From an optimization exercise on the open Yosys and OpenROAD flow, aimed at small area, a short achievable clock period and few clock cycles per item; shortcuts taken in it are not production practice. At most, simulation tests tie the RTL to the original design; equivalence was not proved. No functional check of the RTL was part of runs 4 to 9. Power and IR drop assume default switching activity.

## flow/design.v (module list and top-level ports; edited modules follow where they fit)
// module MyDesign: 265 lines
// module booth_tree: 636 lines
// module csa_tree: 263 lines
module MyDesign(
    input logic reset_n,
    input logic clk,
    input logic dut_valid,
    output logic dut_ready,
    output logic dut__tb__sram_input_write_enable,
    output logic [16-1 : 0] dut__tb__sram_input_write_address,
    output logic [32-1 : 0] dut__tb__sram_input_write_data,
    output logic [16-1 : 0] dut__tb__sram_input_read_address,
    input logic [32-1 : 0] tb__dut__sram_input_read_data,
    output logic dut__tb__sram_weight_write_enable,
    output logic [16-1 : 0] dut__tb__sram_weight_write_address,
    output logic [32-1 : 0] dut__tb__sram_weight_write_data,
    output logic [16-1 : 0] dut__tb__sram_weight_read_address,
    input logic [32-1 : 0] tb__dut__sram_weight_read_data,
    output logic dut__tb__sram_result_write_enable,
    output logic [16-1 : 0] dut__tb__sram_result_write_address,
    output logic [32-1 : 0] dut__tb__sram_result_write_data,
    output logic [16-1 : 0] dut__tb__sram_result_read_address,
    input logic [32-1 : 0] tb__dut__sram_result_read_data,
    output logic dut__tb__sram_scratchpad_write_enable,
    output logic [16-1 : 0] dut__tb__sram_scratchpad_write_address,
    output logic [32-1 : 0] dut__tb__sram_scratchpad_write_data,
    output logic [16-1 : 0] dut__tb__sram_scratchpad_read_address,
    input logic [32-1 : 0] tb__dut__sram_scratchpad_read_data
);
  // ...
==> flow/flow/run.sh <==
#!/bin/bash
set -euo pipefail
bash standard.sh SETUP_SLACK_MARGIN=7.5 "BUFFER_PORTS_ARGS=-buffer_cell sky130_fd_sc_hd__buf_1" finish > standard.log 2>&1
==> flow/standard.sh <==
#!/bin/bash
# synth_recipe.tcl (not shown) runs the flow's synth.tcl, then flattens the netlist and writes it again
# the make line also repeats each setting of config.mk as NAME=value (left out here)
make -C /OpenROAD-flow-scripts/flow DESIGN_CONFIG=/design/flow/config.mk WORK_HOME=/design/flow/orfs CLKGATE_MAP_FILE= SYNTH_SCRIPT=/design/flow/synth_recipe.tcl "${@:-finish}"
==> flow/config.mk <==
export PLATFORM = sky130hd
export DESIGN_NAME = MyDesign
export DESIGN_NICKNAME = MyDesign
export VERILOG_FILES = /design/flow/design.v
export SDC_FILE = /design/flow/constraint.sdc
export NUM_CORES = 4
export LEC_CHECK = 0
export ABC_CLOCK_PERIOD_IN_PS = 3500
export CAP_MARGIN = 20
export CORE_MARGIN = 2
export CORE_UTILIZATION = 40
export CTS_CLUSTER_DIAMETER = 150
export CTS_CLUSTER_SIZE = 30
export SLEW_MARGIN = 20
==> flow/constraint.sdc <==
create_clock -name core_clock -period 11.0 [get_ports {clk}]
set_input_delay 2.2000 -clock core_clock [delete_from_list [all_inputs] [get_ports {clk}]]
set_output_delay 2.2000 -clock core_clock [all_outputs]
set_load 0.01 [all_outputs]
==> results.cfg, run 1 <==
[floorplanning]
core_um2 = 72960

[status]
status = complete, no violations

[synth]
synth_compound_area_frac = 0.1224
synth-simple-area-share = 0.07689
netlist_instances = 2879
muxShareOfSynthArea = 0.03409
synth_common_cells = dfxtp_1, a22oi_1, xnor2_1

[finish]
regArea_um2 = 9648
nNetsFinal = 3452
final_util = 0.4242
num-nonclk-buffers = 301
nMultiInputCombCells = 1979
num-nonclk-inverters = 206
seq_share = 0.3117
fillers = 6996

[clock_tree]
root_buffer = clkbuf_16
clk_latency_ns = 0.57

[power]
clock_power_uw = 838
p_int_mw = 4.238

[critical_path]
endpoint_kind = output port
reg2reg_depth = 7

[routing]
via_count = 19820

[placement]
place_worst_setup_slack_ns = 7.044

[global_route]
met3_usage = 0.02053
grtUsageMet2 = 0.3015

[timing]
rsz0062_at_grt = yes
Testbench counts, summed over its fixed seeds: cycles 307,812, items 48.
==> inputs of run 2 (changes only) <==
--- a/flow/config.mk
+++ b/flow/config.mk
@@ -10,5 +10,3 @@
 export CORE_MARGIN = 2
-export CORE_UTILIZATION = 40
-export CTS_CLUSTER_DIAMETER = 150
-export CTS_CLUSTER_SIZE = 30
+export CORE_UTILIZATION = 65
 export SLEW_MARGIN = 20
==> run 2 against run 1 <==
Count of clock-buffer cells in the layout increased by 46. Die area decreased by 38%. Sequential share of layout area decreased by 0.75 points. Register-to-register slack improved by 0.05 ns. Sequential power about the same. Wire length increased by 2.5%. Critical endpoint unchanged. Still clean. Highest routed layer unchanged. Utilization increased by 28 points. Clock power increased by 110%. First-iteration DRC count increased by 40%. Via count increased by 6.0%. Critical path depth unchanged.
==> results.cfg, run 2 <==
[power]
seqPwrFrac = 0.300
p_clk_frac = 0.218
vdd_ir_drop_max_mv = 0.2046
p_sw_frac = 0.3812
powerDensity_nw_per_um2 = 255.9
switchingPower_mw = 3.099
p_int_mw = 5.030
pwr-share-comb = 0.482
p_leak_nw = 12.99

[floorplanning]
fp-row-count = 78
core_um2 = 45090
die_x_um = 216.9
ios = 392
die_area_um2 = 47060
die_y_um = 216.9
start_util = 0.6536

[clock_tree]
cts-htree-levels = 2
clk_latency_ns = 0.61
cts_sinks = 444
clk_pin_slew_ns = 0.07
postCtsHoldBufs = 0
cts_max_path_buffers = 3
cts_made_buffers = 49
cts_tree = done
root_buffer = clkbuf_16

[timing]
worstMarginPinSlew_ns = 1.018
hold_viol_final = 0
tns_ns = 0
finalCritPeriodShare = 0.3154
period_minus_slack_ns = 3.469
setup_viol = 0
fmax_mhz = 288.2
skew_ns = 0.03367
slew_violations = 0
rsz0062_at_grt = yes
max_slew_margin = 0.3207

[critical_path]
path_buf_inv = 1
endpoint_kind = output port
startpoint_type = flop
path_class = flop to output port
cp_top_family = flip-flops
critPathMaxFanout = 16
slowest_stage = dfxtp_4
worstPathCellList = buf_2
max_stage_delay_ns = 0.46
critical_path_arrival_ns = 1.27
worstPathRequired_ns = 8.80

[finish]
diodes = 0
final_cell_mix = dfxtp_1, a22oi_1, xnor2_1, buf_1, fa_1
drive_gt1_frac = 0.08029
fillers = 3491
nNetsFinal = 3477
design_area_um2 = 31770
final_common_cell = dfxtp_1
multi_input_area_um2 = 17560
regArea_um2 = 9664
fin_cells = 3614
area_growth_pct = 7.786

[global_route]
grt_pass1_wl_mm = 114.2
grt_start_max_net_pins = 67
grt_pass1_vias = 21070
antenna_found_initial = 0
grt-ovfl-total = 0
gr-usage-all-layers = 0.3083

[routing]
firstDrtPassIters = 7
finalWirelength_mm = 72.28
vias_per_cell = 5.814
drtAntennaViolNets = 0
wire_per_inst_um = 20.00
drc = 0
drtIter0Drc = 1967
via_count = 21010

[synth]
synth_area_um2 = 29470
ys.flop_type = dfxtp_1
synth-simple-area-share = 0.07689
synthDominantCellAreaShare = 0.2547
yosys-top-cells-area = dfxtp_1, fa_1, xnor2_1
ys_seq_area_frac = 0.3250
synthXorXnorAreaFrac = 0.1221
synth.distinct_cells = 75
synth_most_common_cell = dfxtp_1
synth_common_cells = dfxtp_1, a22oi_1, xnor2_1
synth-adder-area-share = 0.2215
synth_edf_count = 69
yosys_register_bits = 444
synth_top_family_by_area = adder cells
yosys.area.top_type = dfxtp_1
synth_compound_area_frac = 0.1224
netlist_instances = 2879
postSynthAreaPerCell_um2 = 10.24
synth_warnings = 1
ys_async_sr_fraction = 0
muxShareOfSynthArea = 0.03409

[run]
cap_viol_max_count = 0

[status]
status = complete, no violations

[placement]
dpl.cell_count = 3522
port-buffer-count = 265
dpl.hpwl_mm = 51.97
placed_area_um2 = 29820
place.gp.congestion = 0.9286

[hold_path]
hp-class = flop to flop
==> run 2: changes by cell type in the layout (fill, tap and decap cells not counted), sizes merged <==
cell      change
buf           -6
bufinv        +5
clkbuf       +46
clkinv        +6
clkinvlp      +2
diode         -2
inv           +4
==> run 2: final timing paths <==
path / start / to / slack, ns / cells after the start
max: a_addr[0] / dut__tb__sram_input_read_address[0] / 7.53 / 1
min reg2reg: t2_spk / t3_spk / 0.33 / 0
max reg2reg: a_addr[0] / a_row[10] / 7.62 / 12
min: t2_spk / t3_spk / 0.33 / 0
==> run 2: area by class of cell <==
cell class	count	area share
clock buffers	71	0.04671
clock inverters	19	0.008626
well taps	600	0.02363
multi-input cells	1979	0.5529
inverters	206	0.02434
flip-flops and latches	444	0.3042
repair buffers	295	0.03955
==> run 2: logic make-up (layout without fill, tap and decap cells) <==
kind of cell / count (synthesis) / count (layout)
other cells: 1 / 126
simple gates: 457 / 457
mux: 94 / 94
compound gates: 519 / 519
xor+xnor: 411 / 411
fa+ha+maj: 372 / 372
buf+inv: 581 / 591
flops: 444 / 444
==> run 2: metrics by stage <==
step | total power [mW] | utilization | worst slack (ns) | hold slack [ns]
5_1_grt | 8.878 | 0.7045 | 7.465 | 0.3281
2_1_floorplan | 5.436 | - | 7.587 | 0.3096
4_1_cts | 8.202 | 0.7017 | 7.500 | 0.3261
3_3_place_gp | 6.183 | 0.6614 | 7.085 | 0.3096
6_report | 8.129 | 0.7045 | 7.531 | 0.3251
3_5_place_dp | 6.377 | 0.6615 | 6.910 | 0.3121
==> run 2: metal layers <==
| layer | up-vias | track usage | part of all wire |
|---|---|---|---|
| li1 | 9547 | - | - |
| met1 | 10300 | 0.4227 | 0.42 |
| met2 | 1003 | 0.4906 | 0.46 |
| met3 | 158 | 0.05702 | 0.082 |
| met4 | 0 | 0.1144 | 0.037 |
| met5 | - | 0 | 0 |
==> run 2: repair_timing <==
action                     CTS  global route
gates resized for setup     29            37
setup endpoints to repair   73            35
setup buffers                1             1
pin swaps                    1             0
hold endpoints to repair     0             0
==> run 2: power groups by stage <==
stage          registers, mW  logic, mW  clock network [mW]
2_1_floorplan           2.39       3.05                   0
4_1_cts                 2.44       3.96                1.80
6_report                2.44       3.92                1.77
3_5_place_dp            2.47       3.90                   0
5_1_grt                 2.49       4.53                1.87
3_3_place_gp            2.46       3.72                   0
==> inputs of run 3 (changes only) <==
--- a/flow/config.mk
+++ b/flow/config.mk
@@ -7,6 +7,8 @@
 export LEC_CHECK = 0
-export ABC_CLOCK_PERIOD_IN_PS = 3500
+export ABC_AREA = 1
 export CAP_MARGIN = 20
 export CORE_MARGIN = 2
-export CORE_UTILIZATION = 65
+export CORE_UTILIZATION = 40
+export CTS_CLUSTER_DIAMETER = 100
+export CTS_CLUSTER_SIZE = 20
 export SLEW_MARGIN = 20
==> run 3 against run 2 <==
Via count is 1.1% higher. Still clean on timing, DRC and antenna. Synthesized cell count is 13% higher. Final cell count is 21% higher. Utilization is 27 points lower. First-iteration DRC count is 25% lower. Global-route usage is 11 points lower. Clock power is 38% lower. Largest power group unchanged.
==> results.cfg, run 3 <==
[finish]
area_growth_pct = 6.970
drive_gt1_frac = 0.06729
fillers = 7272
final_cell_mix = inv_1, nand2_1, dfxtp_1, xor2_1, buf_1
nNetsFinal = 3889
fin_cells = 4365
final_common_cell = inv_1

[power]
p_int_mw = 4.185
p_leak_nw = 14.01
vdd_ir_drop_max_mv = 0.1320
switchingPower_mw = 2.916
powerDensity_nw_per_um2 = 224.7
total_power_mw = 7.101
p_sw_frac = 0.4106
seqPwrFrac = 0.332
pwr-share-comb = 0.513
p_clk_frac = 0.154

[floorplanning]
ios = 392
die_area_um2 = 76060
start_util = 0.4043
die_x_um = 275.8
die_y_um = 275.8
core_um2 = 73080
fp-row-count = 99

[critical_path]
cp_top_family = flip-flops
path_buf_inv = 1
startpoint_type = flop
endpoint_kind = output port
max_stage_delay_ns = 0.45
worstPathRequired_ns = 8.80
reg2reg_slack_ns = 7.62
slowest_stage = dfxtp_4
critical_path_arrival_ns = 1.25
critPathMaxFanout = 9
worstPathCellList = buf_1
path_class = flop to output port

[clock_tree]
cts-htree-levels = 1
postCtsHoldBufs = 0
root_buffer = clkbuf_16
clk_latency_ns = 0.63
cts_max_path_buffers = 3
cts_made_buffers = 28
clk_pin_slew_ns = 0.09
cts_sinks = 444
cts_tree = done

[synth]
synth.distinct_cells = 59
synth_most_common_cell = inv_1
yosys-top-cells-area = dfxtp_1, fa_1, xor2_1
yosys_register_bits = 444
synth_area_um2 = 29550
synth_edf_count = 69
yosys.area.top_type = dfxtp_1
synth_warnings = 1
postSynthAreaPerCell_um2 = 9.089
synth_common_cells = inv_1, dfxtp_1, nand2_1
ys_seq_area_frac = 0.3242
ys.flop_type = dfxtp_1
synthDominantCellAreaShare = 0.2541
ys_async_sr_fraction = 0
netlist_instances = 3251

[global_route]
grt_start_max_net_pins = 66
antenna_found_initial = 5
grt_pass1_vias = 20700
grt_pass1_wl_mm = 116.3
gr-usage-all-layers = 0.1945
grt-ovfl-total = 0

[timing]
max_slew_margin = 0.3357
slew_violations = 0
rsz0062_at_grt = yes
hold_slack_ns = 0.3176
skew_ns = 0.05020
setup_viol = 0
period_minus_slack_ns = 3.452
tns_ns = 0
finalCritPeriodShare = 0.3139
fmax_mhz = 289.7
hold_viol_final = 0
worstMarginPinSlew_ns = 0.9903

[routing]
drc = 0
via_count = 21240
finalWirelength_mm = 74.71
vias_per_cell = 4.865
drtAntennaViolNets = 0
drtIter0Drc = 1483
wire_per_inst_um = 17.12
firstDrtPassIters = 16

[placement]
port-buffer-count = 265
dpl.cell_count = 4292
dpl.hpwl_mm = 57.14
place.gp.congestion = 0.8821

[run]
cap_viol_max_count = 0

[hold_path]
hp-class = flop to flop

[status]
status = complete, no violations
[run 3: changes by cell type in the layout (fill, tap and decap cells not counted), moves of 43 or more]
cell / before / now
a21oi_1: 64 / 113
a22oi_1: 271 / 3
inv_1: 202 / 428
mux2i_1: 43 / 0
nand2_1: 92 / 362
nor2_1: 125 / 183
nor2b_1: 66 / 0
o21ai_0: 67 / 120
o22ai_1: 4 / 259
xnor2_1: 267 / 46
xor2_1: 143 / 335
[run 3: logic make-up (layout without fill, tap and decap cells)]
family / after synthesis / in the layout / synth area share
AO/OA/AOI/OAI: 551 / 551 / 0.1091
XOR/XNOR: 382 / 382 / 0.1135
adder cells (fa/ha/maj): 371 / 371 / 0.2206
buffers and inverters: 808 / 835 / 0.1266
flip-flops: 444 / 444 / 0.3242
multiplexers: 28 / 28 / 0.01067
other: 1 / 129 / 0.0001269
AND/OR/NAND/NOR: 666 / 666 / 0.09519
[run 3: what timing repair did]
action | 4_1_cts | 5_1_grt
cloned | 5 | 2
endpoints found under the setup margin | 58 | 23
setup buffers | 7 | 9
gates resized for setup | 42 | 25
[run 3: power by group through the flow]
stage                     clock network, mW  logic [mW]  registers (mW)
after floorplan                           0        2.81            2.37
after global placement                    0        3.60            2.40
after detailed placement                  0        3.71            2.41
after CTS                              1.14        3.73            2.37
after global routing                   1.20        4.30            2.41
final                                  1.10        3.64            2.36
[run 3: final cells by class]
class                           count  area (um2)  share of cell area
Inverter                          480        1874             0.05930
Timing Repair inverter              7       35.03            0.001108
Sequential cell                   444        9635              0.3048
Tap cell                          959        1200             0.03796
Clock inverter                      8       98.84            0.003127
Timing Repair Buffer              302        1285             0.04065
Multi-Input combinational cell   2124       16700              0.5284
Clock buffer                       38       769.5             0.02434
Antenna cell                        3       7.507           0.0002375
[run 3: metrics by stage]
stage          setup slack, ns  cell area (um2)  utilization
4_1_cts                  7.500            31450       0.4304
3_3_place_gp             7.215            30430       0.4164
2_1_floorplan            7.559            30020            -
3_5_place_dp             7.216            30430       0.4164
6_report                 7.548            31610       0.4325
5_1_grt                  7.484            31610       0.4325
[run 3: worst paths after layout]
check | from | endpoint | depth (start not counted)
worst max register to register | bt_neg[8] | p0[30] | 7
worst min-delay path | t2_rowend | t3_rowend | 0
worst max-delay path | a_addr[0] | dut__tb__sram_result_read_address[0] | 1
worst min register to register | t2_rowend | t3_rowend | 0
[run 3: per-layer routing]
metal | wire length [um] | vias up | share of wire | GRT usage
met5 | 16 | - | 0.00021 | 0
met4 | 2468 | 2 | 0.033 | 0.06395
met3 | 4052 | 123 | 0.054 | 0.02053
met2 | 35980 | 661 | 0.48 | 0.3314
met1 | 32190 | 10090 | 0.43 | 0.2583
li1 | - | 10360 | - | -
==> module MyDesign, before the edit <==
module MyDesign(
    input logic reset_n,
    input logic clk,
    input logic dut_valid,
    output logic dut_ready,
    output logic dut__tb__sram_input_write_enable,
    output logic [16-1 : 0] dut__tb__sram_input_write_address,
    output logic [32-1 : 0] dut__tb__sram_input_write_data,
    output logic [16-1 : 0] dut__tb__sram_input_read_address,
    input logic [32-1 : 0] tb__dut__sram_input_read_data,
    output logic dut__tb__sram_weight_write_enable,
    output logic [16-1 : 0] dut__tb__sram_weight_write_address,
    output logic [32-1 : 0] dut__tb__sram_weight_write_data,
    output logic [16-1 : 0] dut__tb__sram_weight_read_address,
    input logic [32-1 : 0] tb__dut__sram_weight_read_data,
    output logic dut__tb__sram_result_write_enable,
    output logic [16-1 : 0] dut__tb__sram_result_write_address,
    output logic [32-1 : 0] dut__tb__sram_result_write_data,
    output logic [16-1 : 0] dut__tb__sram_result_read_address,
    input logic [32-1 : 0] tb__dut__sram_result_read_data,
    output logic dut__tb__sram_scratchpad_write_enable,
    output logic [16-1 : 0] dut__tb__sram_scratchpad_write_address,
    output logic [32-1 : 0] dut__tb__sram_scratchpad_write_data,
    output logic [16-1 : 0] dut__tb__sram_scratchpad_read_address,
    input logic [32-1 : 0] tb__dut__sram_scratchpad_read_data
);
  logic        w4_we, w4_sp, w4_fin, w4_spv, w4_rowend;
  logic        res_we, sp_we, w_spv, w_rowend, w_final;
  logic [11:0] res_wa;
  logic [9:0]  sp_wa, vt_row;
  logic        ready_r;
  logic        st_wait;       
  logic        st_dims;       
  logic        issuing;       
  logic [2:0]  ph;            
  logic [4:0]  k, c;
  logic [3:0]  r;
  logic [4:0]  kmax, cmax;
  logic [4:0]  dm1, em1;
  logic [3:0]  nm1;
  logic [10:0] a_addr, a_row;
  logic [11:0] b_addr, b_base;
  wire end_k  = (k == kmax);
  wire end_c  = (c == cmax);
  wire end_r  = (r == nm1);
  wire end_ph = end_k & end_c & end_r;
  wire [10:0] a_inc = a_addr + 11'd1;
  wire [11:0] b_inc = b_addr + 12'd1;
  always_ff @(posedge clk) begin
    if (!reset_n) begin
      ready_r <= 1'b1;
      st_wait <= 1'b0;
      st_dims <= 1'b0;
      issuing <= 1'b0;
    end else begin
      st_wait <= 1'b0;
      st_dims <= st_wait;
      if (ready_r && dut_valid) begin
        ready_r <= 1'b0;
        st_wait <= 1'b1;
      end
      if (st_dims)
        issuing <= 1'b1;
      else if (issuing && end_ph && ph == 3'd4)
        issuing <= 1'b0;
      if (w_final)
        ready_r <= 1'b1;
    end
  end
  always_ff @(posedge clk) begin
    if (ready_r) begin
      a_addr <= '0;
      b_addr <= '0;
    end else if (st_dims) begin
      nm1    <= tb__dut__sram_input_read_data[19:16] - 4'd1;
      dm1    <= tb__dut__sram_input_read_data[4:0] - 5'd1;
      em1    <= tb__dut__sram_weight_read_data[4:0] - 5'd1;
      kmax   <= tb__dut__sram_input_read_data[4:0] - 5'd1;
      cmax   <= tb__dut__sram_weight_read_data[4:0] - 5'd1;
      ph     <= 3'd0;
      k      <= '0;
      c      <= '0;
      r      <= '0;
      a_addr <= 11'd1;
      a_row  <= 11'd1;
      b_addr <= 12'd1;
      b_base <= 12'd1;
    end else if (issuing) begin
      if (!end_k) begin
        k      <= k + 5'd1;
        a_addr <= a_inc;
        b_addr <= b_inc;
      end else begin
        k <= '0;
        if (!end_c) begin
          c      <= c + 5'd1;
          a_addr <= a_row;
          b_addr <= b_inc;
        end else begin
          c <= '0;
          if (!end_r) begin
            r      <= r + 4'd1;
            a_addr <= a_inc;
            a_row  <= a_inc;
            b_addr <= b_base;
          end else begin
            r  <= '0;
            ph <= ph + 3'd1;
            case (ph)
              3'd0, 3'd1: begin             
                a_addr <= 11'd1;
                a_row  <= 11'd1;
                b_addr <= b_inc;
                b_base <= b_inc;
              end
              3'd2: begin                   
                a_addr <= '0;
                a_row  <= '0;
                b_addr <= '0;
                b_base <= '0;
                kmax   <= em1;
                cmax   <= {1'b0, nm1};
              end
              default: begin                
                a_addr <= a_inc + {a_inc[9:0], 1'b0};
                a_row  <= a_inc + {a_inc[9:0], 1'b0};
                b_addr <= b_inc;
                b_base <= b_inc;
                kmax   <= {1'b0, nm1};
                cmax   <= em1;
              end
            endcase
          end
        end
      end
    end
  end
  logic       t1_v, t2_v, t3_v;
  logic       t1_src;
  logic       t1_first, t2_first, t3_first;
  logic       t1_last, t2_last, t3_last;
  logic       t1_rowend, t2_rowend, t3_rowend;
  logic       t1_spk, t2_spk, t3_spk;        
  logic       t1_spv, t2_spv, t3_spv;        
  logic       t1_fin, t2_fin, t3_fin;
  always_ff @(posedge clk) begin
    if (!reset_n) begin
      t1_v <= 1'b0; t2_v <= 1'b0; t3_v <= 1'b0;
    end else begin
      t1_v <= issuing; t2_v <= t1_v; t3_v <= t2_v;
    end
  end
  always_ff @(posedge clk) begin
    t1_src    <= (ph == 3'd3) || (ph == 3'd4);
    t1_first  <= (k == 5'd0);
    t1_last   <= end_k;
    t1_rowend <= end_c;
    t1_spk    <= (ph == 3'd1);
    t1_spv    <= (ph == 3'd2);
    t1_fin    <= end_ph && (ph == 3'd4);
    t2_first  <= t1_first;  t3_first  <= t2_first;
    t2_last   <= t1_last;   t3_last   <= t2_last;
    t2_rowend <= t1_rowend; t3_rowend <= t2_rowend;
    t2_spk    <= t1_spk;    t3_spk    <= t2_spk;
    t2_spv    <= t1_spv;    t3_spv    <= t2_spv;
    t2_fin    <= t1_fin;    t3_fin    <= t2_fin;
  end
  logic [31:0] op_a;
  logic [15:0] bt_one, bt_two, bt_neg;
  wire  [31:0] in_b = t1_src ? tb__dut__sram_scratchpad_read_data : tb__dut__sram_weight_read_data;
  always_ff @(posedge clk) begin
    op_a <= t1_src ? tb__dut__sram_result_read_data : tb__dut__sram_input_read_data;
    for (int i = 0; i < 16; i++) begin
      logic [2:0] bits;
      bits      = {in_b[2*i+1], in_b[2*i], (i == 0) ? 1'b0 : in_b[2*i-1]};
      bt_one[i] <= bits[1] ^ bits[0];
      bt_two[i] <= (bits == 3'b100) || (bits == 3'b011);
      bt_neg[i] <= bits[2];
    end
  end
  logic [31:0] r0, r1, r2, r3;
  booth_tree u_booth (
    .op_a(op_a), .one(bt_one), .two(bt_two), .neg(bt_neg),
    .r0(r0), .r1(r1), .r2(r2), .r3(r3)
  );
  logic [31:0] p0, p1, p2, p3;
  always_ff @(posedge clk) begin
    p0 <= r0;
    p1 <= r1;
    p2 <= r2;
    p3 <= r3;
  end
  logic [31:0] acc_s, acc_c, y0, y1;
  csa_tree u_csa (
    .x0(p0), .x1(p1), .x2(p2), .x3(p3),
    .x4(t3_first ? 32'd0 : acc_s), .x5(t3_first ? 32'd0 : acc_c),
    .y0(y0), .y1(y1)
  );
  always_ff @(posedge clk) begin
    acc_s <= y0;
    acc_c <= y1;
  end
  logic [31:0] wdata;
  always_ff @(posedge clk)
    wdata <= acc_s + acc_c;
  always_ff @(posedge clk) begin
    if (!reset_n) begin
      w4_we   <= 1'b0;
      w4_sp   <= 1'b0;
      w4_fin  <= 1'b0;
      res_we  <= 1'b0;
      sp_we   <= 1'b0;
      w_final <= 1'b0;
    end else begin
      w4_we   <= t3_v & t3_last;
      w4_sp   <= t3_v & t3_last & (t3_spk | t3_spv);
      w4_fin  <= t3_v & t3_last & t3_fin;
      res_we  <= w4_we;
      sp_we   <= w4_sp;
      w_final <= w4_fin;
    end
  end
  always_ff @(posedge clk) begin
    w4_spv    <= t3_spv;
    w4_rowend <= t3_rowend;
    w_spv     <= w4_spv;
    w_rowend  <= w4_rowend;
  end
  always_ff @(posedge clk) begin
    if (st_dims) begin
      res_wa <= '0;
      sp_wa  <= '0;
    end else if (res_we) begin
      res_wa <= res_wa + 12'd1;
      if (sp_we) begin
        if (!w_spv) begin
          sp_wa  <= sp_wa + 10'd1;
          vt_row <= sp_wa + 10'd1;
        end else if (w_rowend) begin
          sp_wa  <= vt_row + 10'd1;
          vt_row <= vt_row + 10'd1;
        end else begin
          sp_wa  <= sp_wa + {6'd0, nm1} + 10'd1;
        end
      end
    end
  end
  assign dut_ready = ready_r;
  assign dut__tb__sram_input_write_enable   = 1'b0;
  assign dut__tb__sram_input_write_address  = '0;
  assign dut__tb__sram_input_write_data     = '0;
  assign dut__tb__sram_weight_write_enable  = 1'b0;
  assign dut__tb__sram_weight_write_address = '0;
  assign dut__tb__sram_weight_write_data    = '0;
  assign dut__tb__sram_input_read_address      = {5'd0, a_addr};
  assign dut__tb__sram_result_read_address     = {5'd0, a_addr};
  assign dut__tb__sram_weight_read_address     = {4'd0, b_addr};
  assign dut__tb__sram_scratchpad_read_address = {4'd0, b_addr};
  assign dut__tb__sram_result_write_enable      = res_we;
  assign dut__tb__sram_result_write_address     = {4'd0, res_wa};
  assign dut__tb__sram_result_write_data        = wdata;
  assign dut__tb__sram_scratchpad_write_enable  = sp_we;
  assign dut__tb__sram_scratchpad_write_address = {6'd0, sp_wa};
  assign dut__tb__sram_scratchpad_write_data    = wdata;
endmodule
==> inputs of run 4 (changes only) <==
--- a/flow/design.v
+++ b/flow/design.v
@@ -70,3 +70,3 @@
   always_ff @(posedge clk) begin
-    if (ready_r) begin
+    if (ready_r || st_wait) begin
       a_addr <= '0;
@@ -87,3 +87,3 @@
       b_base <= 12'd1;
-    end else if (issuing) begin
+    end else begin
       if (!end_k) begin
--- a/flow/config.mk
+++ b/flow/config.mk
@@ -7,3 +7,3 @@
 export LEC_CHECK = 0
-export ABC_AREA = 1
+export ABC_CLOCK_PERIOD_IN_PS = 3500
 export CAP_MARGIN = 20
==> run 4 against run 3 <==
Total power rose by 5.0%. Fmax up 0.29%. Non-clock buffer count grew 2. Combinational power grew 6.6%. Setup slack gained 0.010 ns. First-iteration DRC count fell by 8.8%. Count of clock-buffer cells in the layout increased by 1. Final cell count down 11%. Sequential power is 4% higher. Critical path depth unchanged. Area after synthesis shrank 0.94%. Highest routed layer is now met4.
==> results.cfg, run 4 <==
[status]
status = complete, no violations

[critical_path]
startpoint_type = flop
path_buf_inv = 1
worstPathRequired_ns = 8.80
critical_path_arrival_ns = 1.24
reg2reg_slack_ns = 7.57
rr_endpoint = p0[30]
critPathMaxFanout = 13
max_stage_delay_ns = 0.44
reg2reg_depth = 7
rr_startpoint = bt_two[8]
endpoint_kind = output port
worstPathCellList = buf_1
cp_top_family = flip-flops
path_class = flop to output port
slowest_stage = dfxtp_4

[timing]
finalCritPeriodShare = 0.3129
skew_ns = 0.01944
fin_ws_ns = 7.558
worstMarginPinSlew_ns = 1.146
period_minus_slack_ns = 3.442
hold_slack_ns = 0.3306
rsz0062_at_grt = yes
slew_violations = 0
setup_viol = 0
max_slew_margin = 0.2352
tns_ns = 0
hold_viol_final = 0
fmax_mhz = 290.5

[floorplanning]
fp-row-count = 99
start_util = 0.4026
die_y_um = 274.5
ios = 392
die_area_um2 = 75360
core_um2 = 72710
die_x_um = 274.5

[hold_path]
min_from = t2_last
hold_end = t3_last
hp-class = flop to flop
hold_depth = 0

[synth]
synth_top_family_by_area = adder cells
synthDominantCellAreaShare = 0.2565
yosys_register_bits = 444
postSynthAreaPerCell_um2 = 10.33
synth.distinct_cells = 81
yosys-top-cells-area = dfxtp_1, fa_1, xnor2_1
synth_common_cells = dfxtp_1, a22oi_1, xnor2_1
synth-simple-area-share = 0.07472
ys_seq_area_frac = 0.3272
synth_edf_count = 69
yosys.area.top_type = dfxtp_1
synth_compound_area_frac = 0.1198
synthXorXnorAreaFrac = 0.1254
synth-adder-area-share = 0.2230
synth_area_um2 = 29270
netlist_instances = 2835
synth_most_common_cell = dfxtp_1
ys.flop_type = dfxtp_1
ys_async_sr_fraction = 0
synth_warnings = 1
muxShareOfSynthArea = 0.03394

[finish]
drive_gt1_frac = 0.06917
regArea_um2 = 9691
fillers = 7065
design_area_um2 = 31240
final_util = 0.4296
area_growth_pct = 6.711
final_cell_mix = dfxtp_1, a22oi_1, xnor2_1, buf_1, fa_1
nNetsFinal = 3420
fin_cells = 3895
final_common_cell = dfxtp_1
multi_input_area_um2 = 17450

[power]
seqPwrFrac = 0.329
p_sw_frac = 0.3988
switchingPower_mw = 2.973
p_clk_frac = 0.151
p_int_mw = 4.482
vdd_ir_drop_max_mv = 0.1393
total_power_mw = 7.455
pwr-share-comb = 0.521
powerDensity_nw_per_um2 = 238.7
p_leak_nw = 12.48

[placement]
place.gp.congestion = 0.8330
place_worst_setup_slack_ns = 7.149
placed_area_um2 = 30060
port-buffer-count = 265
dpl.cell_count = 3833
dpl.hpwl_mm = 51.64

[clock_tree]
root_buffer = clkbuf_16
cts-htree-levels = 1
cts_sinks = 444
clk_latency_ns = 0.63
cts_max_path_buffers = 3
cts_tree = done
cts_made_buffers = 29
clk_pin_slew_ns = 0.10

[routing]
firstDrtPassIters = 6
drtAntennaViolNets = 0
finalWirelength_mm = 70.00
vias_per_cell = 4.989
drtIter0Drc = 1353
via_count = 19430
wire_per_inst_um = 17.97
drc = 0

[global_route]
grt_start_max_net_pins = 63
antenna_found_initial = 0
grt_pass1_vias = 19100
grt-ovfl-total = 0
grt_pass1_wl_mm = 110.5
gr-usage-all-layers = 0.1850

[run]
cap_viol_max_count = 0
run 4: cell types whose count changed after synthesis, moves of 54 or more:
| cell | delta |
|---|---|
| a22oi_1 | +272 |
| nand2_1 | -272 |
| inv_1 | -255 |
| o22ai_1 | -254 |
| xnor2_1 | +220 |
| xor2_1 | -182 |
| o21ai_0 | -92 |
| nor2b_1 | +73 |
| nor2_1 | -65 |
| clkbuf_1 | +54 |
run 4: power by group through the flow:
| stage | clock [mW] | combinational [mW] | sequential, mW |
|---|---|---|---|
| after global routing | 1.22 | 4.58 | 2.50 |
| after CTS | 1.17 | 3.96 | 2.46 |
| final | 1.12 | 3.88 | 2.45 |
| after global placement | 0 | 3.80 | 2.49 |
| after floorplan | 0 | 3.08 | 2.39 |
| after detailed placement | 0 | 3.96 | 2.49 |
run 4: layer usage:
| metal | routed length [um] | track usage | up-vias |
|---|---|---|---|
| met5 | 0 | 0 | - |
| met4 | 1827 | 0.05506 | 0 |
| met3 | 3566 | 0.02137 | 101 |
| met2 | 33030 | 0.3017 | 577 |
| met1 | 31580 | 0.2578 | 9431 |
| li1 | - | - | 9325 |
run 4: final cells by class:
cell class / count / share of cell area
Sequential cell: 444 / 0.3102
Clock inverter: 9 / 0.003685
Timing Repair Buffer: 304 / 0.04138
Tap cell: 959 / 0.03841
Clock buffer: 39 / 0.02508
Antenna cell: 1 / 0.00008011
Inverter: 188 / 0.02263
Multi-Input combinational cell: 1951 / 0.5585
run 4: logic make-up (layout without fill, tap and decap cells):
family | count (synthesis) | in the layout
buffers and inverters | 565 | 540
AOI/OAI and AO/OA | 502 | 502
DFF | 444 | 444
and+or+nand+nor | 439 | 439
xor gates and xnor gates | 419 | 419
adders and majority gates | 372 | 372
muxes | 93 | 93
other | 1 | 127
run 4: worst max-delay path by stage:
stage                   start  slack [ns]                                         to  depth (start not counted)
floorplan           bt_neg[3]        7.59                                     p0[28]                          8
global placement    bt_two[0]        7.22                                     p0[26]                          8
detailed placement  bt_two[0]        7.15                                     p0[26]                          8
CTS                  sp_wa[7]        7.50  dut__tb__sram_scratchpad_write_address[7]                          1
global route         acc_s[1]        7.45                                  wdata[31]                         12
finish              a_addr[3]        7.56        dut__tb__sram_input_read_address[3]                          1
run 4: timing repair:
action,in CTS,in global routing
endpoints found under the hold margin,0,0
resized for setup,44,35
setup endpoints to repair,66,35
gates cloned,0,0
pin swaps,1,8
hold buffers,0,0
setup buffers,0,13
==> inputs of run 5 (changes only) <==
--- a/flow/config.mk
+++ b/flow/config.mk
@@ -7,3 +7,3 @@
 export LEC_CHECK = 0
-export ABC_CLOCK_PERIOD_IN_PS = 3500
+export ABC_CLOCK_PERIOD_IN_PS = 2800
 export CAP_MARGIN = 20
==> run 5 against run 4 <==
Final cell count stayed put. Sequential share of layout area stayed put. Total power stayed put. Clock power hardly changed. Hold slack stayed put. Critical path depth stayed put. Register-to-register slack hardly changed. Die area stayed put. Fmax stayed put. Count of clock-buffer cells in the layout stayed put. Clock skew stayed put. Sequential power hardly changed. Critical path type unchanged. Largest cell class unchanged. Largest power group unchanged.
==> results.cfg, run 5 <==
[synth]
synth_common_cells = dfxtp_1, a22oi_1, xnor2_1
netlist_instances = 2835
synth_most_common_cell = dfxtp_1
synth_warnings = 1
yosys.area.top_type = dfxtp_1
ys_seq_area_frac = 0.3272
synth_area_um2 = 29270
ys_async_sr_fraction = 0
synth.distinct_cells = 81
yosys-top-cells-area = dfxtp_1, fa_1, xnor2_1
synth_edf_count = 69
postSynthAreaPerCell_um2 = 10.33
synthDominantCellAreaShare = 0.2565
yosys_register_bits = 444
ys.flop_type = dfxtp_1

[critical_path]
endpoint_kind = output port
critical_path_arrival_ns = 1.24
path_buf_inv = 1
worstPathCellList = buf_1
crit_cells = 1
max_stage_delay_ns = 0.44
slowest_stage = dfxtp_4
reg2reg_depth = 7
startpoint_type = flop
critPathMaxFanout = 13
cp_top_family = flip-flops
worstPathRequired_ns = 8.80
path_class = flop to output port

[finish]
area_growth_pct = 6.711
fin_cells = 3895
final_cell_mix = dfxtp_1, a22oi_1, xnor2_1, buf_1, fa_1
final_common_cell = dfxtp_1
nNetsFinal = 3420
drive_gt1_frac = 0.06917
design_area_um2 = 31240

[floorplanning]
core_um2 = 72710
die_x_um = 274.5
ios = 392
die_y_um = 274.5
fp-row-count = 99
start_util = 0.4026
die_area_um2 = 75360

[global_route]
gr-usage-all-layers = 0.1850
antenna_found_initial = 0
grt_start_max_net_pins = 63
grt_pass1_vias = 19100
grt-ovfl-total = 0
grt_pass1_wl_mm = 110.5

[timing]
setup_viol = 0
max_slew_margin = 0.2352
rsz0062_at_grt = yes
hold_viol_final = 0
period_minus_slack_ns = 3.442
slew_violations = 0
fmax_mhz = 290.5
finalCritPeriodShare = 0.3129
tns_ns = 0
worstMarginPinSlew_ns = 1.146
skew_ns = 0.01944

[placement]
port-buffer-count = 265
place.gp.congestion = 0.8330
dpl.cell_count = 3833
placed_area_um2 = 30060
dpl.hpwl_mm = 51.64

[routing]
finalWirelength_mm = 70.00
wire_per_inst_um = 17.97
drc = 0
drtIter0Drc = 1353
drtAntennaViolNets = 0
firstDrtPassIters = 6
via_count = 19430
vias_per_cell = 4.989

[clock_tree]
clk_pin_slew_ns = 0.10
cts_sinks = 444
root_buffer = clkbuf_16
cts_max_path_buffers = 3
postCtsHoldBufs = 0
cts_tree = done
cts_made_buffers = 29
clk_latency_ns = 0.63
cts-htree-levels = 1

[status]
status = complete, no violations

[power]
total_power_mw = 7.455
p_leak_nw = 12.48
powerDensity_nw_per_um2 = 238.7
vdd_ir_drop_max_mv = 0.1393

[hold_path]
hold_depth = 0
hp-class = flop to flop

[run]
cap_viol_max_count = 0
==> run 5: cell counts in the layout (fill, tap and decap cells not counted) <==
No cell type changed its count.
==> run 5: final cells by class <==
type,instances,area [um2]
fillers,7065,41470
multi-input cells,1951,17450
flip-flops and latches,444,9691
repair buffers,304,1292
well taps,959,1200
clock buffers,39,783.3
inverters,188,706.9
clock inverters,9,115.1
diodes,1,2.502
==> run 5: worst paths after layout <==
| kind | end | slack, ns | from |
|---|---|---|---|
| worst max-delay path | dut__tb__sram_input_read_address[3] | 7.56 | a_addr[3] |
| worst min-delay path | t3_last | 0.33 | t2_last |
| worst max register to register | p0[30] | 7.57 | bt_two[8] |
| worst min register to register | t3_last | 0.33 | t2_last |
==> run 5: logic make-up after synthesis <==
kind of cell,count (synthesis),share of synthesized area
multiplexers,93,0.03394
adder cells (fa/ha/maj),372,0.2230
XOR/XNOR,419,0.1254
flip-flops,444,0.3272
AND/OR/NAND/NOR,439,0.07472
buffers and inverters,565,0.09579
other,1,0.0001281
AO/OA/AOI/OAI,502,0.1198
==> run 5: power by group <==
group	switching [mW]	internal, mW	total (mW)
combinational	2.07	1.81	3.88
sequential	0.290	2.16	2.45
clock	0.610	0.515	1.12
==> run 5: timing repair <==
| action | in CTS | in global routing |
|---|---|---|
| setup buffers | 0 | 13 |
| pin swaps | 1 | 8 |
| resized for setup | 44 | 35 |
| endpoints found under the setup margin | 66 | 35 |
==> run 5: routing by layer <==
metal  global-route usage  routed length [um]  share of wire  vias up
met4              0.05506                1827          0.026        0
li1                     -                   -              -     9325
met5                    0                   0              0        -
met3              0.02137                3566          0.051      101
met2               0.3017               33030           0.47      577
met1               0.2578               31580           0.45     9431
==> run 5: stage by stage <==
stage | setup WS (ns) | hold WS [ns] | utilization
4_1_cts | 7.502 | 0.3315 | 0.4267
3_3_place_gp | 7.219 | 0.3097 | 0.4134
3_5_place_dp | 7.149 | 0.3121 | 0.4135
5_1_grt | 7.451 | 0.3381 | 0.4296
2_1_floorplan | 7.587 | 0.3096 | -
6_report | 7.558 | 0.3306 | 0.4296
==> inputs of run 6 (changes only) <==
==> flow/flow/run.sh (replaced) <==
#!/bin/bash
set -euo pipefail
bash standard.sh SETUP_SLACK_MARGIN=7.3 "BUFFER_PORTS_ARGS=-buffer_cell sky130_fd_sc_hd__buf_1" finish > standard.log 2>&1
--- a/flow/config.mk
+++ b/flow/config.mk
@@ -7,3 +7,3 @@
 export LEC_CHECK = 0
-export ABC_CLOCK_PERIOD_IN_PS = 2800
+export ABC_CLOCK_PERIOD_IN_PS = 3500
 export CAP_MARGIN = 20
==> run 6 against run 5 <==
Utilization decreased by 0.34 points. Fmax decreased by 5.6%. Wire length decreased by 0.78%. Area after synthesis unchanged. Setup slack got worse by 0.20 ns. Critical path depth unchanged. Hold slack got worse by 0.0037 ns. Largest power group unchanged.
==> results.cfg, run 6 <==
[synth]
synth_warnings = 1
yosys-top-cells-area = dfxtp_1, fa_1, xnor2_1
postSynthAreaPerCell_um2 = 10.33
synth_most_common_cell = dfxtp_1
synthDominantCellAreaShare = 0.2565
ys_seq_area_frac = 0.3272
ys_async_sr_fraction = 0
ys.flop_type = dfxtp_1
synth_edf_count = 69
synth_area_um2 = 29270
yosys.area.top_type = dfxtp_1
netlist_instances = 2835
synth_common_cells = dfxtp_1, a22oi_1, xnor2_1
yosys_register_bits = 444
synth.distinct_cells = 81

[floorplanning]
start_util = 0.4026
core_um2 = 72710
ios = 392
die_x_um = 274.5
die_y_um = 274.5
die_area_um2 = 75360
fp-row-count = 99

[hold_path]
hp-class = flop to flop
min_from = t1_last
hold_depth = 0

[routing]
firstDrtPassIters = 6
wire_per_inst_um = 17.89
drtIter0Drc = 1328
finalWirelength_mm = 69.45
drtAntennaViolNets = 0
drc = 0
vias_per_cell = 4.981
via_count = 19340

[timing]
rsz0062_at_grt = yes
finalCritPeriodShare = 0.3313
fmax_mhz = 274.4
period_minus_slack_ns = 3.645
hold_viol_final = 0
max_slew_margin = 0.2935
tns_ns = 0
slew_violations = 0
setup_viol = 0
worstMarginPinSlew_ns = 1.058
skew_ns = 0.03671

[run]
cap_viol_max_count = 0

[finish]
drive_gt1_frac = 0.04793
final_common_cell = dfxtp_1
area_growth_pct = 5.877
fillers = 6987
nNetsFinal = 3408
final_cell_mix = dfxtp_1, a22oi_1, buf_1, xnor2_1, fa_1

[critical_path]
reg2reg_depth = 7
cp_top_family = flip-flops
endpoint_kind = output port
worstPathRequired_ns = 8.80
rr_startpoint = bt_two[6]
worstPathCellList = buf_1
critPathMaxFanout = 13
critical_path_arrival_ns = 1.44
cp-startpoint = a_addr[3]
path_buf_inv = 1
crit_cells = 1
max_stage_delay_ns = 0.61
startpoint_type = flop
path_class = flop to output port
slowest_stage = dfxtp_1

[placement]
place.gp.congestion = 0.8214
dpl.hpwl_mm = 51.39
port-buffer-count = 265

[power]
p_leak_nw = 12.36
vdd_ir_drop_max_mv = 0.1344
powerDensity_nw_per_um2 = 237.8
total_power_mw = 7.370

[clock_tree]
cts_made_buffers = 29
root_buffer = clkbuf_16
postCtsHoldBufs = 0
cts_sinks = 444
cts_tree = done
clk_latency_ns = 0.62
clk_pin_slew_ns = 0.10
cts-htree-levels = 1
cts_max_path_buffers = 3

[status]
status = complete, no violations

[global_route]
grt_start_max_net_pins = 63
grt_pass1_wl_mm = 109.2
antenna_found_initial = 2
gr-usage-all-layers = 0.1836
grt-ovfl-total = 0
grt_pass1_vias = 18860
run 6: through the flow:
step | setup WS [ns] | std cells | cell area [um2] | util | hold WS (ns)
floorplan | 7.439 | 2960 | 29740 | - | 0.3096
global placement | 7.185 | 3834 | 30070 | 0.4135 | 0.3097
detailed placement | 7.142 | 3834 | 30070 | 0.4135 | 0.3121
CTS | 7.335 | 3880 | 30950 | 0.4256 | 0.3303
global route | 7.255 | 3882 | 30990 | 0.4262 | 0.3354
finish | 7.355 | 3883 | 30990 | 0.4262 | 0.3269
run 6: routing by layer:
layer	track usage	share of wire	vias up
li1	-	-	9316
met1	0.2532	0.45	9336
met2	0.2963	0.46	595
met3	0.02583	0.057	94
met4	0.06064	0.030	0
met5	0	0	-
run 6: timing repair:
action | CTS | global route
setup buffers | 0 | 0
hold endpoints to repair | 0 | 0
gates resized for setup | 4 | 10
endpoints found under the setup margin | 24 | 15
run 6: cell families (layout without fill, tap and decap cells):
logic type	after synthesis	count (layout)	synth area share
buffers and inverters	565	526	0.09579
DFF	444	444	0.3272
adders and majority gates	372	372	0.2230
and+or+nand+nor	439	439	0.07472
muxes	93	93	0.03394
other	1	129	0.0001281
xor gates and xnor gates	419	419	0.1254
AOI/OAI and AO/OA	502	502	0.1198
run 6: layout make-up:
type | instances | area (um2) | share of cell area
repair buffers | 292 | 1197 | 0.03864
clock buffers | 37 | 755.7 | 0.02438
flip-flops and latches | 444 | 9609 | 0.3101
clock inverters | 9 | 115.1 | 0.003714
inverters | 188 | 706.9 | 0.02281
well taps | 959 | 1200 | 0.03872
multi-input cells | 1951 | 17400 | 0.5614
diodes | 3 | 7.507 | 0.0002422
run 6: power breakdown:
part	switching [mW]	internal [mW]	total, mW
sequential	0.290	2.16	2.45
combinational	2.05	1.77	3.81
clock	0.605	0.501	1.11
run 6: final timing paths:
check | endpoint | slack (ns)
max reg2reg | p0[30] | 7.44
max | dut__tb__sram_input_read_address[3] | 7.36
min reg2reg | t2_last | 0.33
min | t2_last | 0.33
==> inputs of run 7 (changes only) <==
==> flow/flow/run.sh (replaced) <==
#!/bin/bash
set -euo pipefail
bash standard.sh SETUP_SLACK_MARGIN=7.5 "BUFFER_PORTS_ARGS=-buffer_cell sky130_fd_sc_hd__buf_1" \
  "CTS_ARGS=-sink_clustering_enable -repair_clock_nets -sink_clustering_size 20 -sink_clustering_max_diameter 100 -dont_use_dummy_load" \
  finish > standard.log 2>&1
==> run 7 against run 6 <==
Via count grew 0.24%. Sequential cell count is the same. Clock power shrank 9%. Critical path depth is the same. Total power shrank 0.32%. Critical endpoint unchanged. Largest power group unchanged.
==> results.cfg, run 7 <==
[status]
status = complete, no violations

[floorplanning]
die_area_um2 = 75360
start_util = 0.4026
fp-row-count = 99
die_x_um = 274.5
core_um2 = 72710
die_y_um = 274.5
ios = 392

[critical_path]
critical_path_arrival_ns = 1.24
slowest_stage = dfxtp_4
startpoint_type = flop
path_class = flop to output port
critPathMaxFanout = 13
worstPathCellList = buf_1
endpoint_kind = output port
worstPathRequired_ns = 8.80
max_stage_delay_ns = 0.44
cp_top_family = flip-flops
path_buf_inv = 1

[finish]
design_area_um2 = 31070
nNetsFinal = 3420
fillers = 7070
area_growth_pct = 6.146
final_cell_mix = dfxtp_1, a22oi_1, xnor2_1, buf_1, fa_1
drive_gt1_frac = 0.06584
final_common_cell = dfxtp_1

[run]
cap_viol_max_count = 0

[synth]
ys_seq_area_frac = 0.3272
muxShareOfSynthArea = 0.03394
ys_async_sr_fraction = 0
synthXorXnorAreaFrac = 0.1254
synthDominantCellAreaShare = 0.2565
netlist_instances = 2835
synth_most_common_cell = dfxtp_1
synth_area_um2 = 29270
yosys.area.top_type = dfxtp_1
yosys-top-cells-area = dfxtp_1, fa_1, xnor2_1
synth_warnings = 1
synth_top_family_by_area = adder cells
ys.flop_type = dfxtp_1
synth_compound_area_frac = 0.1198
synth_common_cells = dfxtp_1, a22oi_1, xnor2_1
yosys_register_bits = 444
synth.distinct_cells = 81
synth-simple-area-share = 0.07472
postSynthAreaPerCell_um2 = 10.33
synth_edf_count = 69
synth-adder-area-share = 0.2230

[timing]
finalCritPeriodShare = 0.3127
tns_ns = 0
max_slew_margin = 0.2442
skew_ns = 0.05808
period_minus_slack_ns = 3.439
slew_violations = 0
worstMarginPinSlew_ns = 1.132
setup_viol = 0
fmax_mhz = 290.8
rsz0062_at_grt = yes
hold_viol_final = 0

[routing]
vias_per_cell = 5.002
firstDrtPassIters = 5
finalWirelength_mm = 70.00
drc = 0
drtAntennaViolNets = 0
drtIter0Drc = 1394
via_count = 19390
wire_per_inst_um = 18.06

[clock_tree]
postCtsHoldBufs = 0
cts_sinks = 444
cts_max_path_buffers = 3
clk_pin_slew_ns = 0.10
clk_latency_ns = 0.62
cts_tree = done
cts-htree-levels = 1
root_buffer = clkbuf_16
cts_made_buffers = 29

[power]
powerDensity_nw_per_um2 = 236.4
vdd_ir_drop_max_mv = 0.1321
p_leak_nw = 12.41

[global_route]
grt_start_max_net_pins = 63
grt-ovfl-total = 0
grt_pass1_vias = 19090
antenna_found_initial = 0
grt_pass1_wl_mm = 110.4
gr-usage-all-layers = 0.1851

[placement]
place.gp.congestion = 0.8330
port-buffer-count = 265
placed_area_um2 = 30060
dpl.hpwl_mm = 51.64

[hold_path]
hp-class = flop to flop
## run 7: metrics by stage
stage	power [mW]	instances	util	hold slack (ns)	worst slack, ns
finish	7.346	3876	0.4273	0.3301	7.561
global route	8.194	3875	0.4273	0.3372	7.481
CTS	7.482	3863	0.4245	0.3312	7.501
detailed placement	6.451	3833	0.4135	0.3121	7.149
global placement	6.287	3833	0.4134	0.3097	7.219
floorplan	5.470	2960	-	0.3096	7.587
## run 7: repair_timing
action,4_1_cts,5_1_grt
setup buffers,1,12
resized for setup,41,39
pin swaps,1,8
setup endpoints to repair,60,33
cloned,0,0
## run 7: final timing paths
path	startpoint	endpoint	slack, ns	cells past startpoint
max reg2reg	bt_two[8]	p0[30]	7.57	7
min reg2reg	t2_last	t3_last	0.33	0
max	a_addr[3]	dut__tb__sram_input_read_address[3]	7.56	1
min	t2_last	t3_last	0.33	0
## run 7: power by group
| part | internal, mW | leakage, nW | switching (mW) |
|---|---|---|---|
| clock network | 0.464 | 0.357 | 0.549 |
| registers | 2.16 | 3.78 | 0.289 |
| logic | 1.81 | 8.27 | 2.08 |
| total | 4.43 | 12.4 | 2.91 |
## run 7: cell type report
cell class | instances | area (um2) | share of cell area
tap | 959 | 1200 | 0.03862
antenna | 1 | 2.502 | 0.00008054
sequential | 444 | 9683 | 0.3116
multi-input combinational | 1951 | 17450 | 0.5615
inverter | 188 | 706.9 | 0.02275
clock buffer | 29 | 725.7 | 0.02336
timing repair buffer | 304 | 1308 | 0.04208
## run 7: kinds of logic (layout without fill, tap and decap cells)
kind of cell	Yosys count	in the layout
AO/OA/AOI/OAI	502	502
buffers and inverters	565	521
other	1	127
flip-flops	444	444
AND/OR/NAND/NOR	439	439
XOR/XNOR	419	419
multiplexers	93	93
adder cells (fa/ha/maj)	372	372
## run 7: routing by layer
| metal | vias up | global-route usage | wire length, um |
|---|---|---|---|
| met4 | 0 | 0.05678 | 1967 |
| met3 | 97 | 0.02111 | 3390 |
| met5 | - | 0 | 0 |
| met2 | 569 | 0.3020 | 32990 |
| li1 | 9306 | - | - |
| met1 | 9416 | 0.2576 | 31650 |
==> inputs of run 8 (changes only) <==
==> flow/flow/run.sh (replaced) <==
#!/bin/bash
set -euo pipefail
bash standard.sh SETUP_SLACK_MARGIN=7.7 "BUFFER_PORTS_ARGS=-buffer_cell sky130_fd_sc_hd__buf_1" \
  "CTS_ARGS=-sink_clustering_enable -repair_clock_nets -sink_clustering_size 20 -sink_clustering_max_diameter 100 -dont_use_dummy_load" \
  finish > standard.log 2>&1
==> run 8 against run 7 <==
Still clean on timing, DRC and antenna. Register-to-register slack better by 0.17 ns. Final area grew 4.6%. First-iteration DRC count decreased by 12%. Die area did not move. Setup slack better by 0.10 ns. Combinational power rose by 2%. Final cell count up 1.5%. Area after synthesis unchanged. Sequential cell count unchanged. Total power grew 0.86%. Largest cell class unchanged. Critical endpoint is now dut__tb__sram_result_read_address[0]. Count of clock-buffer cells in the layout unchanged. Critical path depth is the same.
==> results.cfg, run 8 <==
[status]
status = complete, no violations

[critical_path]
critPathMaxFanout = 6
worstPathRequired_ns = 8.80
cp_top_family = flip-flops
path_buf_inv = 1
max_stage_delay_ns = 0.41
worstPathCellList = buf_6
reg2reg_slack_ns = 7.74
path_class = flop to output port
endpoint_kind = output port
critical_path_arrival_ns = 1.14
startpoint_type = flop
slowest_stage = dfxtp_4

[synth]
yosys.area.top_type = dfxtp_1
postSynthAreaPerCell_um2 = 10.33
ys_seq_area_frac = 0.3272
synth-adder-area-share = 0.2230
synth_area_um2 = 29270
ys.flop_type = dfxtp_1
synth_compound_area_frac = 0.1198
yosys-top-cells-area = dfxtp_1, fa_1, xnor2_1
synth_most_common_cell = dfxtp_1
synth_common_cells = dfxtp_1, a22oi_1, xnor2_1
synth_edf_count = 69
synth_warnings = 1
ys_async_sr_fraction = 0
synth-simple-area-share = 0.07472
synth.distinct_cells = 81
synthDominantCellAreaShare = 0.2565
yosys_register_bits = 444
netlist_instances = 2835
synth_top_family_by_area = adder cells
muxShareOfSynthArea = 0.03394
synthXorXnorAreaFrac = 0.1254

[finish]
final_common_cell = a22oi_1
fin_cells = 3936
final_cell_mix = a22oi_1, dfxtp_1, xnor2_1, fa_1, inv_1
drive_gt1_frac = 0.1465
design_area_um2 = 32490
nNetsFinal = 3481
multi_input_area_um2 = 17500
diodes = 0
area_growth_pct = 10.98
regArea_um2 = 9841
fillers = 6903

[timing]
slew_violations = 0
hold_viol_final = 0
max_slew_margin = 0.2944
hold_slack_ns = 0.3278
tns_ns = 0
worstMarginPinSlew_ns = 1.058
skew_ns = 0.09437
setup_viol = 0
period_minus_slack_ns = 3.340
rsz0062_at_grt = yes
finalCritPeriodShare = 0.3036
fmax_mhz = 299.4

[clock_tree]
cts-htree-levels = 1
cts_made_buffers = 29
postCtsHoldBufs = 0
root_buffer = clkbuf_16
cts_sinks = 444
clk_pin_slew_ns = 0.09
cts_max_path_buffers = 3
clk_latency_ns = 0.61
cts_tree = done

[placement]
dpl.cell_count = 3833
dpl.hpwl_mm = 51.46
place.gp.congestion = 0.8264
port-buffer-count = 265
placed_area_um2 = 30060

[routing]
via_count = 19810
drtIter0Drc = 1233
wire_per_inst_um = 18.19
finalWirelength_mm = 71.60
firstDrtPassIters = 6
vias_per_cell = 5.033
drc = 0
drtAntennaViolNets = 0

[global_route]
gr-usage-all-layers = 0.1893
grt_start_max_net_pins = 70
grt-ovfl-total = 0
antenna_found_initial = 1
grt_pass1_vias = 19850
grt_pass1_wl_mm = 112.9

[power]
p_leak_nw = 13.31
powerDensity_nw_per_um2 = 228.1
vdd_ir_drop_max_mv = 0.1590
total_power_mw = 7.410

[hold_path]
hp-class = flop to flop

[floorplanning]
die_y_um = 274.5
start_util = 0.4026
die_x_um = 274.5
die_area_um2 = 75360
fp-row-count = 99
ios = 392
core_um2 = 72710

[run]
cap_viol_max_count = 0
## run 8: worst paths after layout
| path | from | cells past startpoint | to |
|---|---|---|---|
| setup reg to reg | acc_s[1] | 12 | wdata[31] |
| hold / removal | w4_spv | 0 | w_spv |
| setup / recovery | a_addr[0] | 1 | dut__tb__sram_result_read_address[0] |
| hold reg to reg | w4_spv | 0 | w_spv |
## run 8: where the power goes
part / internal [mW] / switching, mW / leakage, nW
clock network: 0.464 / 0.542 / 0.357
logic: 1.87 / 2.08 / 9.14
registers: 2.16 / 0.289 / 3.80
## run 8: layer usage
layer	vias up	global-route usage	share of wire
met5	-	0	0
met4	0	0.06050	0.030
met3	110	0.02426	0.053
met2	643	0.3151	0.48
met1	9612	0.2553	0.44
li1	9445	-	-
## run 8: repair_timing
item / 4_1_cts / 5_1_grt
endpoints found under the setup margin: 180 / 136
setup buffers: 62 / 10
pin swaps: 7 / 15
cloned: 0 / 2
resized for setup: 317 / 81
## run 8: final cells by class
| class | count | share of cell area |
|---|---|---|
| repair buffers | 365 | 0.07726 |
| inverters | 188 | 0.02176 |
| clock buffers | 29 | 0.02234 |
| well taps | 959 | 0.03694 |
| multi-input cells | 1951 | 0.5388 |
| flip-flops and latches | 444 | 0.3029 |
## run 8: metrics by stage
stage	utilization	setup WS, ns
floorplan	-	7.701
global placement	0.4134	7.185
finish	0.4468	7.660
global route	0.4468	7.567
detailed placement	0.4134	7.149
CTS	0.4413	7.639
## run 8: cell families after synthesis
group                      count (synthesis)
DFF                                      444
buffers and inverters                    565
adders and majority gates                372
other                                      1
and+or+nand+nor                          439
muxes                                     93
AOI/OAI and AO/OA                        502
xor gates and xnor gates                 419
==> inputs of run 9 (changes only) <==
==> flow/flow/run.sh (replaced) <==
#!/bin/bash
set -euo pipefail
bash standard.sh SETUP_SLACK_MARGIN=8.0 "BUFFER_PORTS_ARGS=-buffer_cell sky130_fd_sc_hd__buf_1" \
  "CTS_ARGS=-sink_clustering_enable -repair_clock_nets -sink_clustering_size 20 -sink_clustering_max_diameter 100 -dont_use_dummy_load" \
  finish > standard.log 2>&1
==> run 9 against run 8 <==
Fmax about the same. Highest routed layer unchanged. Largest power group unchanged. Non-clock buffer count increased by 48. Count of clock-buffer cells in the layout stayed put. Critical endpoint unchanged. Total power rose by 3.5%. Via count grew 2.2%. Critical path depth stayed put. Global-route usage rose by 0.33 points.
==> results.cfg, run 9 <==
[status]
status = complete, no violations

[timing]
slew_violations = 0
max_slew_margin = 0.4011
fmax_mhz = 299.2
hold_viol_final = 0
finalCritPeriodShare = 0.3039
hold_slack_ns = 0.3292
period_minus_slack_ns = 3.343
tns_ns = 0
skew_ns = 0.07229
setup_viol = 0
worstMarginPinSlew_ns = 0.8984
rsz0062_at_grt = yes

[placement]
dpl.cell_count = 3840
placed_area_um2 = 30330
dpl.hpwl_mm = 50.81
port-buffer-count = 265
place.gp.congestion = 0.8235

[clock_tree]
cts_sinks = 444
cts-htree-levels = 1
cts_made_buffers = 29
root_buffer = clkbuf_16
cts_tree = done
clk_pin_slew_ns = 0.09
cts_max_path_buffers = 3
postCtsHoldBufs = 0
clk_latency_ns = 0.62

[finish]
fillers = 6723
area_growth_pct = 16.47
drive_gt1_frac = 0.2013
final_cell_mix = xnor2_1, a22oi_1, dfxtp_1, fa_1, inv_1
regArea_um2 = 9874
final_common_cell = xnor2_1
multi_input_area_um2 = 18040
fin_cells = 3985
nNetsFinal = 3529
design_area_um2 = 34090

[synth]
synth_common_cells = dfxtp_1, a22oi_1, xnor2_1
yosys.area.top_type = dfxtp_1
synth_area_um2 = 29270
synth_edf_count = 69
synth_most_common_cell = dfxtp_1
postSynthAreaPerCell_um2 = 10.33
ys.flop_type = dfxtp_1
synth_warnings = 1
netlist_instances = 2835
synth.distinct_cells = 81
synthDominantCellAreaShare = 0.2565
ys_seq_area_frac = 0.3272
yosys-top-cells-area = dfxtp_1, fa_1, xnor2_1
ys_async_sr_fraction = 0
yosys_register_bits = 444

[critical_path]
critical_path_arrival_ns = 1.14
slowest_stage = dfxtp_4
endpoint_kind = output port
cp_top_family = flip-flops
max_stage_delay_ns = 0.41
critPathMaxFanout = 5
worstPathRequired_ns = 8.80
startpoint_type = flop
path_class = flop to output port
worstPathCellList = buf_6
path_buf_inv = 1

[global_route]
antenna_found_initial = 0
grt-ovfl-total = 0
grt_pass1_vias = 20030
grt_start_max_net_pins = 63
gr-usage-all-layers = 0.1925
grt_pass1_wl_mm = 114.9

[floorplanning]
ios = 392
die_y_um = 274.5
core_um2 = 72710
start_util = 0.4026
die_area_um2 = 75360
fp-row-count = 99
die_x_um = 274.5

[power]
p_leak_nw = 13.89
powerDensity_nw_per_um2 = 225.0
vdd_ir_drop_max_mv = 0.1382

[routing]
drtAntennaViolNets = 0
drtIter0Drc = 1322
vias_per_cell = 5.081
drc = 0
firstDrtPassIters = 6
wire_per_inst_um = 18.35
via_count = 20250
finalWirelength_mm = 73.12

[run]
cap_viol_max_count = 0

[hold_path]
hp-class = flop to flop
[run 9: cell counts after synthesis]
Identical to the previous run, type by type.
[run 9: kinds of logic (layout without fill, tap and decap cells)]
group | after synthesis | after routing | synth area share
buffers and inverters | 565 | 630 | 0.09579
AOI/OAI and AO/OA | 502 | 502 | 0.1198
DFF | 444 | 444 | 0.3272
and+or+nand+nor | 439 | 439 | 0.07472
xor gates and xnor gates | 419 | 419 | 0.1254
adders and majority gates | 372 | 372 | 0.2230
muxes | 93 | 93 | 0.03394
other | 1 | 127 | 0.0001281
[run 9: area by class of cell]
cell class,count,area share
inverters,188,0.02147
well taps,959,0.03519
multi-input cells,1951,0.5290
clock buffers,29,0.02129
diodes,1,0.00007340
flip-flops and latches,444,0.2896
repair buffers,413,0.1033
[run 9: path summary, 6_finish.rpt]
path	cells past startpoint	end	slack (ns)	from
setup / recovery	1	dut__tb__sram_result_read_address[0]	7.66	a_addr[0]
hold / removal	0	t3_spk	0.33	t2_spk
setup reg to reg	13	a_row[9]	7.76	a_addr[3]
hold reg to reg	0	t3_spk	0.33	t2_spk
[run 9: stage by stage]
step	setup slack [ns]	util	power, mW
finish	7.657	0.4689	7.670
global route	7.604	0.4689	8.547
CTS	7.627	0.4585	7.778
detailed placement	7.213	0.4171	6.422
global placement	7.276	0.4171	6.298
floorplan	7.958	-	5.477
[run 9: layer usage]
metal | GRT usage | vias up | wire length [um]
li1 | - | 9556 | -
met3 | 0.01892 | 114 | 3686
met5 | 0 | - | 0
met4 | 0.05964 | 0 | 2172
met2 | 0.3170 | 657 | 34840
met1 | 0.2671 | 9919 | 32430
[run 9: report_power, final]
group,total [mW],switching [mW],internal (mW),leakage [nW]
clock network,1.02,0.556,0.464,0.357
registers,2.47,0.301,2.17,3.81
logic,4.18,2.12,2.06,9.73
[run 9: repair_timing]
action	4_1_cts	5_1_grt
pin swaps	28	51
setup endpoints to repair	214	200
endpoints found under the hold margin	0	0
buffers inserted	74	34
resized for setup	493	98
cloned	6	1

re-timing with driven ports:
In the flow no input, the clock included, has a driving cell. The finished layouts below were timed again as built, in two steps. Step 1 (the two cells are an assumption about what drives the block):
set clk [get_ports {clk}]
set_driving_cell -lib_cell sky130_fd_sc_hd__clkbuf_16 $clk
set_driving_cell -lib_cell sky130_fd_sc_hd__buf_2 [delete_from_list [all_inputs] $clk]
Step 2 times the ports against the registers' clock, not the clock port: input delays grow and output delays shrink by t, the midpoint of the rising clock arrivals with the driver on. Slacks: no drivers / after step 1 / after step 2; pairs: no drivers / after step 1.
run | t (ns) | setup slack, ns | worst setup path after step 2 | cell pins on the clock port's net
run 1 | 0.627 | 7.527 / 7.461 / 7.469 | input to register | 1
run 2 | 0.659 | 7.531 / 7.470 / 7.380 | input to register | 1
run 3 | 0.668 | 7.548 / 7.485 / 7.329 | input to register | 1
run 4 | 0.683 | 7.558 / 7.492 / 7.461 | input to register | 1
run 5 | 0.683 | 7.558 / 7.492 / 7.461 | input to register | 1
run 6 | 0.676 | 7.355 / 7.289 / 7.432 | input to register | 1
run 7 | 0.656 | 7.561 / 7.497 / 7.482 | input to register | 1
run 8 | 0.633 | 7.660 / 7.595 / 7.452 | input to register | 1
run 9 | 0.651 | 7.657 / 7.594 / 7.492 | input to register | 1
After both steps setup and hold are still met in every run listed. The setup slack of run 3, which loses most, moves by -0.063 ns with the drivers and by -0.219 ns with both steps.
